From an optimization exercise on the open Yosys and OpenROAD flow, aimed at small area, a short achievable clock period and few clock cycles per item; shortcuts taken in it are not production practice.
RTL that was checked went through simulation tests only; none was proved equivalent to the original.
No activity file was given, so power comes from the tool's default toggle rates.

Design DMAC_TOP, start of the top module:
module DMAC_TOP #(
  parameter integer C_S_AXI_CONTROL_ADDR_WIDTH = 12 ,
  parameter integer C_S_AXI_CONTROL_DATA_WIDTH = 32
)(
    input  wire                                    ap_clk,
    input  wire                                    ap_rstn,
    input  wire                                    s_axi_control_awvalid,
    output wire                                    s_axi_control_awready,
    input  wire [C_S_AXI_CONTROL_ADDR_WIDTH-1:0]   s_axi_control_awaddr ,
    input  wire                                    s_axi_control_wvalid ,
    output wire                                    s_axi_control_wready ,
    input  wire [C_S_AXI_CONTROL_DATA_WIDTH-1:0]   s_axi_control_wdata  ,
    input  wire [C_S_AXI_CONTROL_DATA_WIDTH/8-1:0] s_axi_control_wstrb  ,
    input  wire                                    s_axi_control_arvalid,
    output wire                                    s_axi_control_arready,
    input  wire [C_S_AXI_CONTROL_ADDR_WIDTH-1:0]   s_axi_control_araddr ,
    output wire                                    s_axi_control_rvalid ,
    input  wire                                    s_axi_control_rready ,
    output wire [C_S_AXI_CONTROL_DATA_WIDTH-1:0]   s_axi_control_rdata  ,
    output wire [2-1:0]                            s_axi_control_rresp  ,
    output wire                                    s_axi_control_bvalid ,
    input  wire                                    s_axi_control_bready ,
    output wire [2-1:0]                            s_axi_control_bresp  ,
    output  wire    [3:0]       m_axi_awid,
    output  wire    [31:0]      m_axi_awaddr,
    output  wire    [7:0]       m_axi_awlen,
    output  wire    [2:0]       m_axi_awsize,
    output  wire    [1:0]       m_axi_awburst,
    output  wire                m_axi_awvalid,
    input   wire                m_axi_awready,
    output  wire                m_axi_awlock,
    output  wire    [3:0]       m_axi_awcache,
    output  wire    [2:0]       m_axi_awprot,
    output  wire    [3:0]       m_axi_awqos,
    output  wire    [3:0]       m_axi_awregion,
    output  wire    [255:0]      m_axi_wdata,
    output  wire    [31:0]       m_axi_wstrb,
    output  wire                m_axi_wlast,
    output  wire                m_axi_wvalid,
    input   wire                m_axi_wready,
    input   wire    [3:0]       m_axi_bid,
    input   wire    [1:0]       m_axi_bresp,
    input   wire                m_axi_bvalid,
    output  wire                m_axi_bready,
    output  wire    [3:0]       m_axi_arid,
    output  wire    [31:0]      m_axi_araddr,
    output  wire    [7:0]       m_axi_arlen,
    output  wire    [2:0]       m_axi_arsize,
    output  wire    [1:0]       m_axi_arburst,
    output  wire                m_axi_arvalid,
    input   wire                m_axi_arready,
    output  wire                m_axi_arlock,
    output  wire    [3:0]       m_axi_arcache,
    output  wire    [2:0]       m_axi_arprot,
    output  wire    [3:0]       m_axi_arqos,
    output  wire    [3:0]       m_axi_arregion,
    input   wire    [3:0]       m_axi_rid,
    input   wire    [255:0]      m_axi_rdata,
    input   wire    [1:0]       m_axi_rresp,
    input   wire                m_axi_rlast,
    input   wire                m_axi_rvalid,
    output  wire                m_axi_rready
);
==> module s_axi_control, before the edit <==
module s_axi_control
#(parameter
    C_S_AXI_ADDR_WIDTH = 6,
    C_S_AXI_DATA_WIDTH = 32
)(
    input  wire                          ACLK,
    input  wire                          ARESET,
    input  wire                          ACLK_EN,
    input  wire [C_S_AXI_ADDR_WIDTH-1:0] AWADDR,
    input  wire                          AWVALID,
    output wire                          AWREADY,
    input  wire [C_S_AXI_DATA_WIDTH-1:0] WDATA,
    input  wire [C_S_AXI_DATA_WIDTH/8-1:0] WSTRB,
    input  wire                          WVALID,
    output wire                          WREADY,
    output wire [1:0]                    BRESP,
    output wire                          BVALID,
    input  wire                          BREADY,
    input  wire [C_S_AXI_ADDR_WIDTH-1:0] ARADDR,
    input  wire                          ARVALID,
    output wire                          ARREADY,
    output wire [C_S_AXI_DATA_WIDTH-1:0] RDATA,
    output wire [1:0]                    RRESP,
    output wire                          RVALID,
    input  wire                          RREADY,
    output wire                          user_start,    
    input  wire                          user_done,     
    output wire                          user_busy,
    output wire [31:0]                   byte_len,
    output wire [31:0]                   src_addr,
    output wire [31:0]                   dst_addr
);
localparam
    ADDR_USER_CTRL       = 6'h10,
    ADDR_BYTE_LEN_DATA   = 6'h14,
    ADDR_SRC_DATA        = 6'h18,
    ADDR_DST_DATA        = 6'h1c;
reg         aw_held;                     
reg         bvalid;
reg  [3:0]  wsel;                        
wire        w_hs;
wire [31:0] wmask;
assign AWREADY = !aw_held & !bvalid;
assign WREADY  = aw_held;
assign BVALID  = bvalid;
assign BRESP   = 2'b00;
assign w_hs    = WVALID & aw_held;
assign wmask   = { {8{WSTRB[3]}}, {8{WSTRB[2]}}, {8{WSTRB[1]}}, {8{WSTRB[0]}} };
always @(posedge ACLK) begin
    if (ARESET) begin
        aw_held <= 1'b0;
        bvalid  <= 1'b0;
        wsel    <= 4'd0;
    end else begin
        if (AWVALID & AWREADY) begin
            aw_held <= 1'b1;
            wsel    <= { AWADDR[5:0] == ADDR_DST_DATA,
                         AWADDR[5:0] == ADDR_SRC_DATA,
                         AWADDR[5:0] == ADDR_BYTE_LEN_DATA,
                         AWADDR[5:0] == ADDR_USER_CTRL };
        end
        if (w_hs) begin
            aw_held <= 1'b0;
            bvalid  <= 1'b1;
        end else if (BREADY) begin
            bvalid  <= 1'b0;
        end
    end
end
reg  [31:0] byte_len_reg;
reg  [31:0] src_addr_reg;
reg  [31:0] dst_addr_reg;
reg         start_f;
reg         done_f;
reg         idle_f;
always @(posedge ACLK) begin
    if (ARESET) begin
        byte_len_reg <= 32'd0;
        src_addr_reg <= 32'd0;
        dst_addr_reg <= 32'd0;
    end else if (w_hs) begin
        if (wsel[1]) byte_len_reg <= (WDATA & wmask) | (byte_len_reg & ~wmask);
        if (wsel[2]) src_addr_reg <= (WDATA & wmask) | (src_addr_reg & ~wmask);
        if (wsel[3]) dst_addr_reg <= (WDATA & wmask) | (dst_addr_reg & ~wmask);
    end
end
assign user_start = w_hs & wsel[0] & WSTRB[0] & WDATA[0] & !start_f;
assign user_busy  = start_f;
assign byte_len   = byte_len_reg;
assign src_addr   = src_addr_reg;
assign dst_addr   = dst_addr_reg;
reg         rvalid;
reg  [31:0] rdata;
wire        ar_hs;
wire [5:0]  raddr;
wire        rd_ctrl;
assign ARREADY = !rvalid;
assign RVALID  = rvalid;
assign RDATA   = rdata;
assign RRESP   = 2'b00;
assign ar_hs   = ARVALID & !rvalid;
assign raddr   = ARADDR[5:0];
assign rd_ctrl = ar_hs & (raddr == ADDR_USER_CTRL);
always @(posedge ACLK) begin
    if (ARESET) begin
        rvalid <= 1'b0;
        rdata  <= 32'd0;
    end else begin
        if (ar_hs)
            rvalid <= 1'b1;
        else if (RREADY)
            rvalid <= 1'b0;
        if (ar_hs) begin
            case (raddr)
                ADDR_USER_CTRL:     rdata[2:0] <= { idle_f, done_f | user_done, start_f & !user_done };
                ADDR_BYTE_LEN_DATA: rdata      <= byte_len_reg;
                ADDR_SRC_DATA:      rdata      <= src_addr_reg;
                ADDR_DST_DATA:      rdata      <= dst_addr_reg;
                default: ;
            endcase
        end
    end
end
always @(posedge ACLK) begin
    if (ARESET) begin
        start_f <= 1'b0;
        done_f  <= 1'b0;
        idle_f  <= 1'b0;
    end else begin
        if (user_start)
            start_f <= 1'b1;
        else if (user_done)
            start_f <= 1'b0;
        done_f  <= (done_f | user_done) & !rd_ctrl;
        idle_f  <= !start_f;
    end
end
endmodule
clock: 10.0 ns
lec_check: 0
cap_margin: 20
core_area: 2 2 288 288
die_area: 0 0 290 290
place_density: 0.6
slew_margin: 20
standard.sh (not shown) runs the stock make flow with config.mk's settings and CLKGATE_MAP_FILE= SYNTH_SCRIPT=/design/flow/synth_recipe.tcl, a recipe that flattens the netlist after the stock synthesis.
==> flow/flow/run.sh <==
#!/bin/bash
# The standard layout (standard.sh: unchanged synthesis, floorplan, power grid and
# routing), with these settings changed:
#  - the port buffers that global placement inserts are buf_1 cells, not the
#    slow delay-buffer cell buffer_ports picks by default;
#  - clock tree synthesis uses clkbuf_4/clkbuf_8 and adds no dummy loads;
#  - timing repair aims for 6.0 ns of setup slack instead of 0, so it sizes and
#    buffers paths down toward the 4 ns that the port delays leave.
# The clock, its period and the I/O constraints are the standard flow's, untouched.
set -euo pipefail
export BUFFER_PORTS_ARGS="-buffer_cell sky130_fd_sc_hd__buf_1"
export CTS_ARGS="-sink_clustering_enable -repair_clock_nets -dont_use_dummy_load -buf_list {sky130_fd_sc_hd__clkbuf_4 sky130_fd_sc_hd__clkbuf_8}"
export SETUP_SLACK_MARGIN=6.0
bash standard.sh finish > standard.log 2>&1
The first run produced a clean layout.
Next try:
--- a/flow/design.v
+++ b/flow/design.v
@@ -101,13 +101,11 @@
 reg         bvalid;
 reg  [3:0]  wsel;                        
 wire        w_hs;
-wire [31:0] wmask;
 assign AWREADY = !aw_held & !bvalid;
 assign WREADY  = aw_held;
 assign BVALID  = bvalid;
 assign BRESP   = 2'b00;
 assign w_hs    = WVALID & aw_held;
-assign wmask   = { {8{WSTRB[3]}}, {8{WSTRB[2]}}, {8{WSTRB[1]}}, {8{WSTRB[0]}} };
 always @(posedge ACLK) begin
     if (ARESET) begin
         aw_held <= 1'b0;
@@ -140,10 +138,12 @@
         byte_len_reg <= 32'd0;
         src_addr_reg <= 32'd0;
         dst_addr_reg <= 32'd0;
-    end else if (w_hs) begin
-        if (wsel[1]) byte_len_reg <= (WDATA & wmask) | (byte_len_reg & ~wmask);
-        if (wsel[2]) src_addr_reg <= (WDATA & wmask) | (src_addr_reg & ~wmask);
-        if (wsel[3]) dst_addr_reg <= (WDATA & wmask) | (dst_addr_reg & ~wmask);
+    end else begin
+        for (int b = 0; b < 4; b++) begin
+            if (w_hs & wsel[1] & WSTRB[b]) byte_len_reg[b*8 +: 8] <= WDATA[b*8 +: 8];
+            if (w_hs & wsel[2] & WSTRB[b]) src_addr_reg[b*8 +: 8] <= WDATA[b*8 +: 8];
+            if (w_hs & wsel[3] & WSTRB[b]) dst_addr_reg[b*8 +: 8] <= WDATA[b*8 +: 8];
+        end
     end
 end
 assign user_start = w_hs & wsel[0] & WSTRB[0] & WDATA[0] & !start_f;
@@ -163,6 +163,10 @@
 assign ar_hs   = ARVALID & !rvalid;
 assign raddr   = ARADDR[5:0];
 assign rd_ctrl = ar_hs & (raddr == ADDR_USER_CTRL);
+wire   rd_len  = ar_hs & (raddr == ADDR_BYTE_LEN_DATA);
+wire   rd_src  = ar_hs & (raddr == ADDR_SRC_DATA);
+wire   rd_dst  = ar_hs & (raddr == ADDR_DST_DATA);
+wire   rd_keep = !(rd_ctrl | rd_len | rd_src | rd_dst);
 always @(posedge ACLK) begin
     if (ARESET) begin
         rvalid <= 1'b0;
@@ -172,15 +176,11 @@
             rvalid <= 1'b1;
         else if (RREADY)
             rvalid <= 1'b0;
-        if (ar_hs) begin
-            case (raddr)
-                ADDR_USER_CTRL:     rdata[2:0] <= { idle_f, done_f | user_done, start_f & !user_done };
-                ADDR_BYTE_LEN_DATA: rdata      <= byte_len_reg;
-                ADDR_SRC_DATA:      rdata      <= src_addr_reg;
-                ADDR_DST_DATA:      rdata      <= dst_addr_reg;
-                default: ;
-            endcase
-        end
+        rdata <= ({32{rd_len}}  & byte_len_reg)
+               | ({32{rd_src}}  & src_addr_reg)
+               | ({32{rd_dst}}  & dst_addr_reg)
+               | ({32{rd_keep}} & rdata)
+               | ({32{rd_ctrl}} & {rdata[31:3], idle_f, done_f | user_done, start_f & !user_done});
     end
 end
 always @(posedge ACLK) begin
After rerunning:
- total power drops by 1.9%
- die area does not change
- design area drops by 1.5%
- area after synthesis drops by 3.0%
- non-clock buffer count climbs by 3
- fmax barely changes
- setup slack gets worse by 8.9 ps
- flip-flop and latch count stays the same
Testbench counts after the change, summed over its fixed seeds: cycles 9,168, beats 6,955.
For the first run of this note, only the layout was checked, not whether the RTL still works.

==> re-timing with driven ports <==
The flow's constraints put no driver on any port. The routed layouts listed below were extracted and timed again, unchanged, in two steps.
Step 1 (the two cells are an assumption about what drives the block):
set clk [get_ports {ap_clk}]
set_driving_cell -lib_cell sky130_fd_sc_hd__clkbuf_16 $clk
set_driving_cell -lib_cell sky130_fd_sc_hd__buf_2 [delete_from_list [all_inputs] $clk]
Step 2, shift: input delay + t, output delay - t, t = (earliest + latest rising clock arrival at the registers) / 2. This alone moves slack from input paths to output paths.
a / b / c = ideal / step 1 / step 2; a / b = the first two.
run	t, ns	slack for setup (ns)	latest minus earliest clock arrival (ns)	cell pins on the clock port's net
the first run	0.558	5.998 / 5.878 / 5.622	0.045 / 0.045	1
the second run	0.553	5.989 / 5.875 / 5.710	0.040 / 0.040	1
After both steps every run listed still meets setup and hold. For the first run, which loses most, drivers alone change the setup slack by -0.120 ns; drivers and shift together by -0.376 ns.
